This is an optimization exercise on Yosys and OpenROAD, whose aim is small area, a short achievable clock period and few clock cycles per item, not a production implementation. At most, simulation tests tie the RTL to the original design; equivalence was not proved.

// atan
module atan
(
    input                       clk         ,
    input                       rst_n       ,
    input                       trig        ,
    output                      vld         ,
    input       signed  [16:0]  para_in     ,
    output      signed  [11:0]  atany
);
Size in the first run: about 730 cells after synthesis, ~33 I/O pins, about 5900 sq um of cells after synthesis.
clock: 6.0 ns
lec_check: 0
cap_margin: 20
core_margin: 2
core_utilization: 40
setup_slack_margin: 3
slew_margin: 20
run.sh (not shown) runs the stock make flow with config.mk's settings and CLKGATE_MAP_FILE= SYNTH_SCRIPT=/design/flow/synth_recipe.tcl, a recipe that flattens the netlist after the stock synthesis.
The starting point went through all stages and came out clean.
==> next run, changes <==
--- a/flow/config.mk
+++ b/flow/config.mk
@@ -11 +11 @@
-export SETUP_SLACK_MARGIN = 3
+export SETUP_SLACK_MARGIN = 2
The new run produced a clean layout.
Non-clock buffer count falls by 30.
First-iteration DRC count decreases by about a fifth.
Die area does not change.
No run of this note included a check of the RTL's function; only the layout flow was run.


Another version of the RTL of atan (not shown whole).
Size in the first run: about 58 flip-flops.
==> flow/design.v (excerpt) <==
module atan
(
    input                       clk         ,
    input                       rst_n       ,
    input                       trig        ,
    output                      vld         ,
    input       signed  [16:0]  para_in     ,
    output      signed  [11:0]  atany
);
Settings: LEC_CHECK=0, ABC_AREA=1, CAP_MARGIN=0, CORE_MARGIN=2, CORE_UTILIZATION=40, SETUP_SLACK_MARGIN=3, SLEW_MARGIN=0; clock period 6.0 ns.
Testbench counts at the start, summed over its fixed seeds: cycles 24,008, items 2,400.
Then changed:
==> flow/flow/run.sh (new file) <==
#!/bin/bash
# Own layout flow: the standard flow (standard.sh, ORFS) with one change:
# the port buffers are the smallest buffer cell (every port still gets one).
# The make run writes its full output to a log of its own in this folder.
set -euo pipefail
here=$(pwd)
bash standard.sh \
  "BUFFER_PORTS_ARGS=-buffer_cell sky130_fd_sc_hd__buf_1" \
  finish > "$here/flow_make.log" 2>&1
==> flow/standard.sh (new file) <==
#!/bin/bash
# synth_recipe.tcl (not shown) runs the flow's synth.tcl, then flattens the netlist and writes it again
# the make line also repeats each setting of config.mk as NAME=value (left out here)
make -C /OpenROAD-flow-scripts/flow DESIGN_CONFIG=/design/flow/config.mk WORK_HOME=/design/flow/orfs CLKGATE_MAP_FILE= SYNTH_SCRIPT=/design/flow/synth_recipe.tcl "${@:-finish}"
CAP_MARGIN = 20   (was 0)
CORE_UTILIZATION = 50   (was 40)
CTS_BUF_LIST = sky130_fd_sc_hd__clkbuf_8   (was default)
SLEW_MARGIN = 20   (was 0)
removed: flow/run.sh
Non-clock buffer count is lower by 10.
Register-to-register slack improved by 0.02 ns.
Setup slack improved by 0.053 ns.
Cell count is lower by 2.5%.
Global-route usage is higher by 5.7 points.
Wire length is lower by 3.1%.
First-iteration DRC count is higher by 17%.
Area after synthesis is unchanged.
Maximum frequency is higher by 1.8%.
Utilization is higher by 9.0 points.


Setup of v50:
Another version of the RTL of atan (not shown whole).
Size: about 970 cells after synthesis, ~58 flip-flops, roughly 33 I/O pins, roughly 0.0061 mm² of cells after synthesis.
clock: 6.0 ns
lec_check: 0
abc_area: 1
cap_margin: 20
core_margin: 2
core_utilization: 40
setup_slack_margin: 3
slew_margin: 20
Stock flow here: none of the scripts above is used.
Testbench counts of v50, summed over its fixed seeds: cycles 24,008, items 2,400.
diff inputs: v50 => v20
==> flow/config.mk <==
export PLATFORM = sky130hd
export DESIGN_NAME = atan
export DESIGN_NICKNAME = atan
export VERILOG_FILES = /design/flow/design.v
export SDC_FILE = /design/flow/constraint.sdc
export NUM_CORES = 4
export LEC_CHECK = 0
export CAP_MARGIN = 20
export CORE_MARGIN = 2
export CORE_UTILIZATION = 60
export SETUP_SLACK_MARGIN = 3
export SLEW_MARGIN = 20
### Flow results
- Diff v50 -> v20: ratio of final minimum period to clock period shows an increase of 7.1 points, xor/xnor cell area share of the yosys netlist has increased.
- Design area, v20 and v50: larger value in v50
- Of v20 and v50, the run reporting the higher proportion of cell area occupied by registers was v20.
Input changes introduced in v16 (baseline for comparison: v20):
-- flow/config.mk --
<<< v20, line 8
export CAP_MARGIN = 20
export CORE_MARGIN = 2
export CORE_UTILIZATION = 60
export SETUP_SLACK_MARGIN = 3
export SLEW_MARGIN = 20
>>> v16, line 8
export CAP_MARGIN = 20
export CORE_MARGIN = 2
export CORE_UTILIZATION = 40
export SETUP_SLACK_MARGIN = 3
export SLEW_MARGIN = 20
Reported for v16 and v20, detailed-route DRC error count turned out identical to the last digit.
Sort v16 and v20 by worst hold slack asc -> top: v16


Setup of run 1:
Another version of the RTL of atan (not shown whole).
Size: roughly 690 cells after synthesis, about 5500 um2 of cells after synthesis.
Design atan, start of the top module:
module atan
(
    input                       clk         ,
    input                       rst_n       ,
    input                       trig        ,
    output                      vld         ,
    input       signed  [16:0]  para_in     ,
    output      signed  [11:0]  atany
);
reg         busy;
reg         vld_r;
reg  [8:0]  h;       
reg  [18:0] x;
reg  [19:2] z;
reg  [11:1] acc;     
wire [8:1]  clr = {h[8], h[8] | h[7], |h[8:6], |h[8:5], |h[8:4], |h[8:3], |h[8:2], |h[8:1]};
always @(posedge clk or negedge rst_n)
    if (!rst_n) begin
        busy  <= 1'b0;
        vld_r <= 1'b0;
    end else begin
        busy  <= trig | (busy & ~h[8]);
        vld_r <= busy & h[8];
    end
assign vld = vld_r;
wire        s   = para_in[16];
wire [18:0] p4  = {para_in, 2'b00};
wire [18:0] y0  = s ? p4 + 19'd1024 : p4 - 19'd1024;
wire [18:0] x0  = s ? 19'd1024 - p4 : 19'd1024 + p4;
wire        d   = ~z[19];
wire [19:0] zf  = {z, 2'b00};
wire [18:0] xm  = {x[18:1] & {10'h3FF, ~clr}, 1'b0};
wire [19:0] zn  = {zf[18:0], 1'b0} + ({1'b0, xm} ^ {20{d}}) + d;
wire [18:0] za  = zf[18:0] ^ {19{zf[19]}};
wire [33:0] ze  = {15'd0, za};
reg  [18:0] ty;
integer i, j;
always @(*) begin
    ty = 19'd0;
    for (i = 0; i < 8; i = i + 1)
        for (j = 0; j < 19; j = j + 1)
            ty[j] = ty[j] | (h[i] & ze[j + 2*i + 1]);
end
wire [18:0] xn  = x + ty + !d;
wire [11:0] k2  = ({12{h[0]}} & 12'd950) | ({12{h[1]}} & 12'd502) | ({12{h[2]}} & 12'd254)
                | {4'd0, h[3], h[4], h[5], h[6], h[7], h[8], 2'd0};
wire [11:1] accn = acc + (k2[11:1] & {11{d}});
always @(posedge clk) begin
    h   <= trig ? 9'd1 : {h[7:0], 1'b0};
    x   <= trig ? x0 : xn;
    z   <= trig ? {y0[18], y0[18:2]} : zn[19:2];
    acc <= trig ? (s ? 11'd1156 : 11'd1960) : accn;
end
wire        d9 = ~z[19];
wire [11:1] a1 = acc + 11'd1;
assign atany = {d9 ? a1 : acc, 1'b0};
endmodule
Settings: LEC_CHECK=0, CAP_MARGIN=20, CORE_MARGIN=2, CORE_UTILIZATION=40, SETUP_SLACK_MARGIN=3, SLEW_MARGIN=20; clock period 6.0 ns.
Input-level comparison between run 2 and run 1:
Settings: CORE_UTILIZATION now 50, was 40; ABC_AREA now 1, previously not set.
==> flow/flow/run.sh (new file) <==
#!/bin/bash
# Own layout flow: the standard flow (standard.sh, ORFS) with one change:
# the port buffers are the smallest buffer cell (every port still gets one).
# The make run writes its full output to a log of its own in this folder.
set -euo pipefail
here=$(pwd)
bash standard.sh \
  "BUFFER_PORTS_ARGS=-buffer_cell sky130_fd_sc_hd__buf_1" \
  finish > "$here/flow_make.log" 2>&1
==> flow/standard.sh (new file) <==
#!/bin/bash
# synth_recipe.tcl (not shown) runs the flow's synth.tcl, then flattens the netlist and writes it again
# the make line also repeats each setting of config.mk as NAME=value (left out here)
make -C /OpenROAD-flow-scripts/flow DESIGN_CONFIG=/design/flow/config.mk WORK_HOME=/design/flow/orfs CLKGATE_MAP_FILE= SYNTH_SCRIPT=/design/flow/synth_recipe.tcl "${@:-finish}"
removed: flow/run.sh
Results
Looking at final instance area, run 2 sits 2.2% higher than run 1 does.
Run 2 does better than run 1 on area of the core.
Multi-input logic cell count sits higher in run 2 than in run 1.
Count of inserted tapcells: lower on run 2
Global-route met3 utilization, run 2 and run 1: smaller value in run 1
[compare] base=run 1 new=run 2: register area share after synthesis shrank by 1.8 points.
#### Input delta (run 3 over run 2)
Settings: a change of CORE_UTILIZATION from 50 to 40.
==> flow/run.sh (new file) <==
#!/bin/bash
# synth_recipe.tcl (not shown) runs the flow's synth.tcl, then flattens the netlist and writes it again
# the make line also repeats each setting of config.mk as NAME=value (left out here)
make -C /OpenROAD-flow-scripts/flow DESIGN_CONFIG=/design/flow/config.mk WORK_HOME=/design/flow/orfs CLKGATE_MAP_FILE= SYNTH_SCRIPT=/design/flow/synth_recipe.tcl finish
removed: flow/flow/run.sh
removed: flow/standard.sh
### Flow results
Per the comparison of run 3 with run 2, die area rose by 24%.
No functional check of the RTL was part of any run of this note.


RTL: one of the versions met above, not the one the previous note started from.
For scale: about 1000 cells after synthesis, ~58 flip-flops.
Settings: LEC_CHECK=0, ABC_AREA=1, ABC_CLOCK_PERIOD_IN_PS=3000, CAP_MARGIN=20, CORE_MARGIN=2, CORE_UTILIZATION=40, SETUP_SLACK_MARGIN=3, SLEW_MARGIN=20; clock period 6.0 ns.
Stock flow here: none of the scripts above is used.
Testbench counts at the start, summed over its fixed seeds: cycles 24,008, items 2,400.
Then changed:
==> flow/flow/run.sh (new file) <==
#!/bin/bash
# Own layout flow: the standard flow (standard.sh, ORFS) with one change:
# the port buffers are the smallest buffer cell (every port still gets one).
# The make run writes its full output to a log of its own in this folder.
set -euo pipefail
here=$(pwd)
bash standard.sh \
  "BUFFER_PORTS_ARGS=-buffer_cell sky130_fd_sc_hd__buf_1" \
  finish > "$here/flow_make.log" 2>&1
==> flow/standard.sh (new file) <==
#!/bin/bash
# synth_recipe.tcl (not shown) runs the flow's synth.tcl, then flattens the netlist and writes it again
# the make line also repeats each setting of config.mk as NAME=value (left out here)
make -C /OpenROAD-flow-scripts/flow DESIGN_CONFIG=/design/flow/config.mk WORK_HOME=/design/flow/orfs CLKGATE_MAP_FILE= SYNTH_SCRIPT=/design/flow/synth_recipe.tcl "${@:-finish}"
ABC_CLOCK_PERIOD_IN_PS = not set   (was 3000)
CORE_UTILIZATION = 50   (was 40)
CTS_BUF_LIST = sky130_fd_sc_hd__clkbuf_4 sky130_fd_sc_hd__clkbuf_8   (was not set)
removed: flow/run.sh
After rerunning:
- design area goes down by 5.9%
- count of clock-buffer cells in the layout came out higher by 1
- setup slack is better by 0.053 ns
- synthesized area does not change
- via count came out lower by 2.1%
- worst hold slack improved by 0.013 ns
- first-iteration DRC count went up by 17%
- core utilization rose by 9.0 points
Then changed:
==> flow/run.sh (new file) <==
#!/bin/bash
# synth_recipe.tcl (not shown) runs the flow's synth.tcl, then flattens the netlist and writes it again
# the make line also repeats each setting of config.mk as NAME=value (left out here)
make -C /OpenROAD-flow-scripts/flow DESIGN_CONFIG=/design/flow/config.mk WORK_HOME=/design/flow/orfs CLKGATE_MAP_FILE= SYNTH_SCRIPT=/design/flow/synth_recipe.tcl finish
CORE_UTILIZATION = 40   (was 50)
CTS_BUF_LIST = not set   (was sky130_fd_sc_hd__clkbuf_4 sky130_fd_sc_hd__clkbuf_8)
removed: flow/flow/run.sh
removed: flow/standard.sh
Effect: Via count climbs by a few percent; cell count goes up by a few percent; synthesized area stays the same; final area rises by a few percent; clock-buffer cell count shrinks by 1; global-route usage decreases by 5.7 points; non-clock buffer count is higher by 10; register-to-register slack loses 0.02 ns; routed wire length grows by a few percent.


== job 101 ==
The RTL this note starts from:
==> flow/design.v <==
module atan
(
    input                       clk         ,
    input                       rst_n       ,
    input                       trig        ,
    output                      vld         ,
    input       signed  [16:0]  para_in     ,
    output      signed  [11:0]  atany
);
reg         busy;
reg         vld_r;
reg  [8:1]  clr;     
reg  [18:0] x;
reg  [19:2] z;
reg  [11:1] acc;     
wire [8:0]  ct  = {clr, 1'b1};
wire [8:0]  h   = ct & ~{1'b0, ct[8:1]};      
always @(posedge clk or negedge rst_n)
    if (!rst_n) begin
        busy  <= 1'b0;
        vld_r <= 1'b0;
    end else begin
        busy  <= trig | (busy & ~clr[8]);
        vld_r <= busy & clr[8];
    end
assign vld = vld_r;
wire        s   = para_in[16];
wire [18:0] p4  = {para_in, 2'b00};
wire [18:0] y0  = s ? p4 + 19'd1024 : p4 - 19'd1024;
wire [18:0] x0  = s ? 19'd1024 - p4 : 19'd1024 + p4;
wire        d   = ~z[19];
wire [19:0] zf  = {z, 2'b00};
wire [18:0] xm  = {x[18:1] & {10'h3FF, ~clr}, 1'b0};
wire [19:0] zn  = {zf[18:0], 1'b0} + ({1'b0, xm} ^ {20{d}}) + d;
wire [18:0] za  = zf[18:0] ^ {19{zf[19]}};
wire [33:0] ze  = {15'd0, za};
reg  [18:0] ty;
integer i, j;
always @(*) begin
    ty = 19'd0;
    for (i = 0; i < 8; i = i + 1)
        for (j = 0; j < 19; j = j + 1)
            ty[j] = ty[j] | (h[i] & ze[j + 2*i + 1]);
end
wire [18:0] xn  = x + ty + !d;
wire [11:0] k2  = ({12{h[0]}} & 12'd950) | ({12{h[1]}} & 12'd502) | ({12{h[2]}} & 12'd254)
                | {4'd0, h[3], h[4], h[5], h[6], h[7], h[8], 2'd0};
wire [11:1] accn = acc + (k2[11:1] & {11{d}});
always @(posedge clk) begin
    clr <= trig ? 8'd0 : {clr[7:1], 1'b1};
    x   <= trig ? x0 : xn;
    z   <= trig ? {y0[18], y0[18:2]} : zn[19:2];
    acc <= trig ? (s ? 11'd1156 : 11'd1960) : accn;
end
wire        d9 = ~z[19];
wire [11:1] a1 = acc + 11'd1;
assign atany = {d9 ? a1 : acc, 1'b0};
endmodule
Settings: LEC_CHECK=0, ABC_AREA=1, CAP_MARGIN=20, CORE_MARGIN=2, CORE_UTILIZATION=55, SETUP_SLACK_MARGIN=3, SLEW_MARGIN=20; clock period 6.0 ns.
standard.sh (not shown) runs the stock make flow with config.mk's settings and CLKGATE_MAP_FILE= SYNTH_SCRIPT=/design/flow/synth_recipe.tcl, a recipe that flattens the netlist after the stock synthesis.
==> flow/flow/run.sh <==
#!/bin/bash
# Own layout flow: the standard flow (standard.sh, ORFS) with one change:
# the port buffers are the smallest buffer cell (every port still gets one).
# The make run writes its full output to a log of its own in this folder.
set -euo pipefail
here=$(pwd)
bash standard.sh \
  "BUFFER_PORTS_ARGS=-buffer_cell sky130_fd_sc_hd__buf_1" \
  finish > "$here/flow_make.log" 2>&1
Testbench counts of job 101, summed over its fixed seeds: cycles 24,008, items 2,400.
[inputs] job 102 vs job 101
- a change of SETUP_SLACK_MARGIN from 3 to 3.5
- a change of CORE_UTILIZATION from 55 to 40
==> flow/run.sh (new file) <==
#!/bin/bash
# synth_recipe.tcl (not shown) runs the flow's synth.tcl, then flattens the netlist and writes it again
# the make line also repeats each setting of config.mk as NAME=value (left out here)
make -C /OpenROAD-flow-scripts/flow DESIGN_CONFIG=/design/flow/config.mk WORK_HOME=/design/flow/orfs CLKGATE_MAP_FILE= SYNTH_SCRIPT=/design/flow/synth_recipe.tcl finish
removed: flow/flow/run.sh
removed: flow/standard.sh
In the metrics for job 102 and job 101, the one carrying the higher worst hold slack is job 101. Of the two values seen for critical path class, flop to flop was produced by job 102 and flop to output port by job 101. Depth of the critical timing path with buffers and inverters included (job 102 over job 101): increase, 14. Going from job 101 to job 102, utilization went down 6.2 points; number of buffer and inverter instances along the worst setup path went up 3; area after detailed placement went up 4.4%.
## Diff of input files: job 103 against job 102
- CTS_BUF_LIST now sky130_fd_sc_hd__clkbuf_2 sky130_fd_sc_hd__clkbuf_4, previously not set
- SETUP_SLACK_MARGIN now 3, was 3.5
Results
Any difference in share of the cycle needed by the critical path after routing between job 102 and job 103 is small enough to ignore.
Taking job 103 as 1.0, job 102 lands at 2.0 on non-clock buffer count.
Between job 102 and job 103, the flow reports global-route wire length before repair decreasing by more than 10%.
Looking at job 102 and job 103, the highest clock frequency the design can meet is a wash.
In job 103 the via count of the first global-routing pass turned out 11% lower than in job 102.
Going from job 102 to job 103, number of clock buffer instances in the layout shrinks by 1.
On number of non-filler instances in the completed layout: between job 102 and job 103, it ends up lower for job 103.
Modified inputs, job 104 compared to job 103
- a deleted CTS_BUF_LIST that had been sky130_fd_sc_hd__clkbuf_2 sky130_fd_sc_hd__clkbuf_4
- a deleted ABC_AREA that had been 1
- a change of SETUP_SLACK_MARGIN from 3 to 4
--- outcome ---
- Every stage of the flow completed for job 104, and the final layout passed the timing, DRC and antenna checks.
- Going from job 103 to job 104, number of global-route vias before repair grew slightly.
- Taking job 103 as the reference point, the number of well taps of job 104 falls by 4.
- Side by side, portion of the clock cycle consumed by the worst path in the final layout turned out higher in job 104 than in job 103.
- Relative to job 103, final area has gone up in job 104.

re-timing with driven ports:
The flow's constraints put no driver on any port. The routed layouts listed below were extracted and timed again, unchanged, in two steps.
Step 1 sets driving cells, clkbuf_16 on the clock port and buf_2 on the other inputs (assumed; they add their load-dependent delay and slew).
Step 2, shift: input delay + t, output delay - t, t = (earliest + latest rising clock arrival at the registers) / 2. This alone moves slack from input paths to output paths.
Three values: no drivers, after step 1, after step 2; two values: the first two.
run	t (ns)	slack for setup (ns)	hold WS [ns]	latest minus earliest clock arrival (ns)	cell pins on the clock port's net
the first run of note 1	0.378	1.723 / 1.681 / 2.059	0.357 / 0.357 / 0.357	0.009 / 0.010	1
the second run of note 1	0.380	1.700 / 1.658 / 2.038	0.357 / 0.357 / 0.357	0.008 / 0.009	1
the first run of note 2	0.383	3.062 / 3.042 / 2.697	0.451 / 0.451 / 0.451	0.009 / 0.010	1
the second run of note 2	0.406	3.115 / 3.077 / 2.955	0.464 / 0.464 / 0.464	0.012 / 0.012	1
v50	0.385	2.987 / 2.965 / 2.751	0.464 / 0.464 / 0.464	0.008 / 0.008	1
v20	0.391	2.562 / 2.562 / 2.527	0.490 / 0.490 / 0.490	0.014 / 0.014	1
v16	0.376	2.764 / 2.764 / 2.512	0.474 / 0.474 / 0.474	0.011 / 0.011	1
run 1	0.378	2.615 / 2.615 / 2.426	0.477 / 0.477 / 0.477	0.007 / 0.006	1
run 2	0.386	2.975 / 2.936 / 2.809	0.470 / 0.470 / 0.470	0.010 / 0.010	1
run 3	0.385	2.932 / 2.932 / 2.692	0.469 / 0.469 / 0.469	0.011 / 0.011	1
the first run of note 5	0.383	3.062 / 3.042 / 2.697	0.451 / 0.451 / 0.451	0.009 / 0.010	1
the second run of note 5	0.406	3.115 / 3.077 / 2.955	0.464 / 0.464 / 0.464	0.012 / 0.012	1
the third run of note 5	0.383	3.062 / 3.042 / 2.697	0.451 / 0.451 / 0.451	0.009 / 0.010	1
job 101	0.380	3.075 / 3.037 / 2.823	0.484 / 0.484 / 0.484	0.007 / 0.007	1
job 102	0.385	3.089 / 3.051 / 2.884	0.460 / 0.460 / 0.460	0.012 / 0.012	1
job 103	0.480	3.096 / 3.061 / 2.748	0.457 / 0.457 / 0.457	0.018 / 0.018	1
job 104	0.383	2.817 / 2.817 / 2.753	0.476 / 0.476 / 0.476	0.014 / 0.013	1
After both steps every run listed still meets setup and hold.
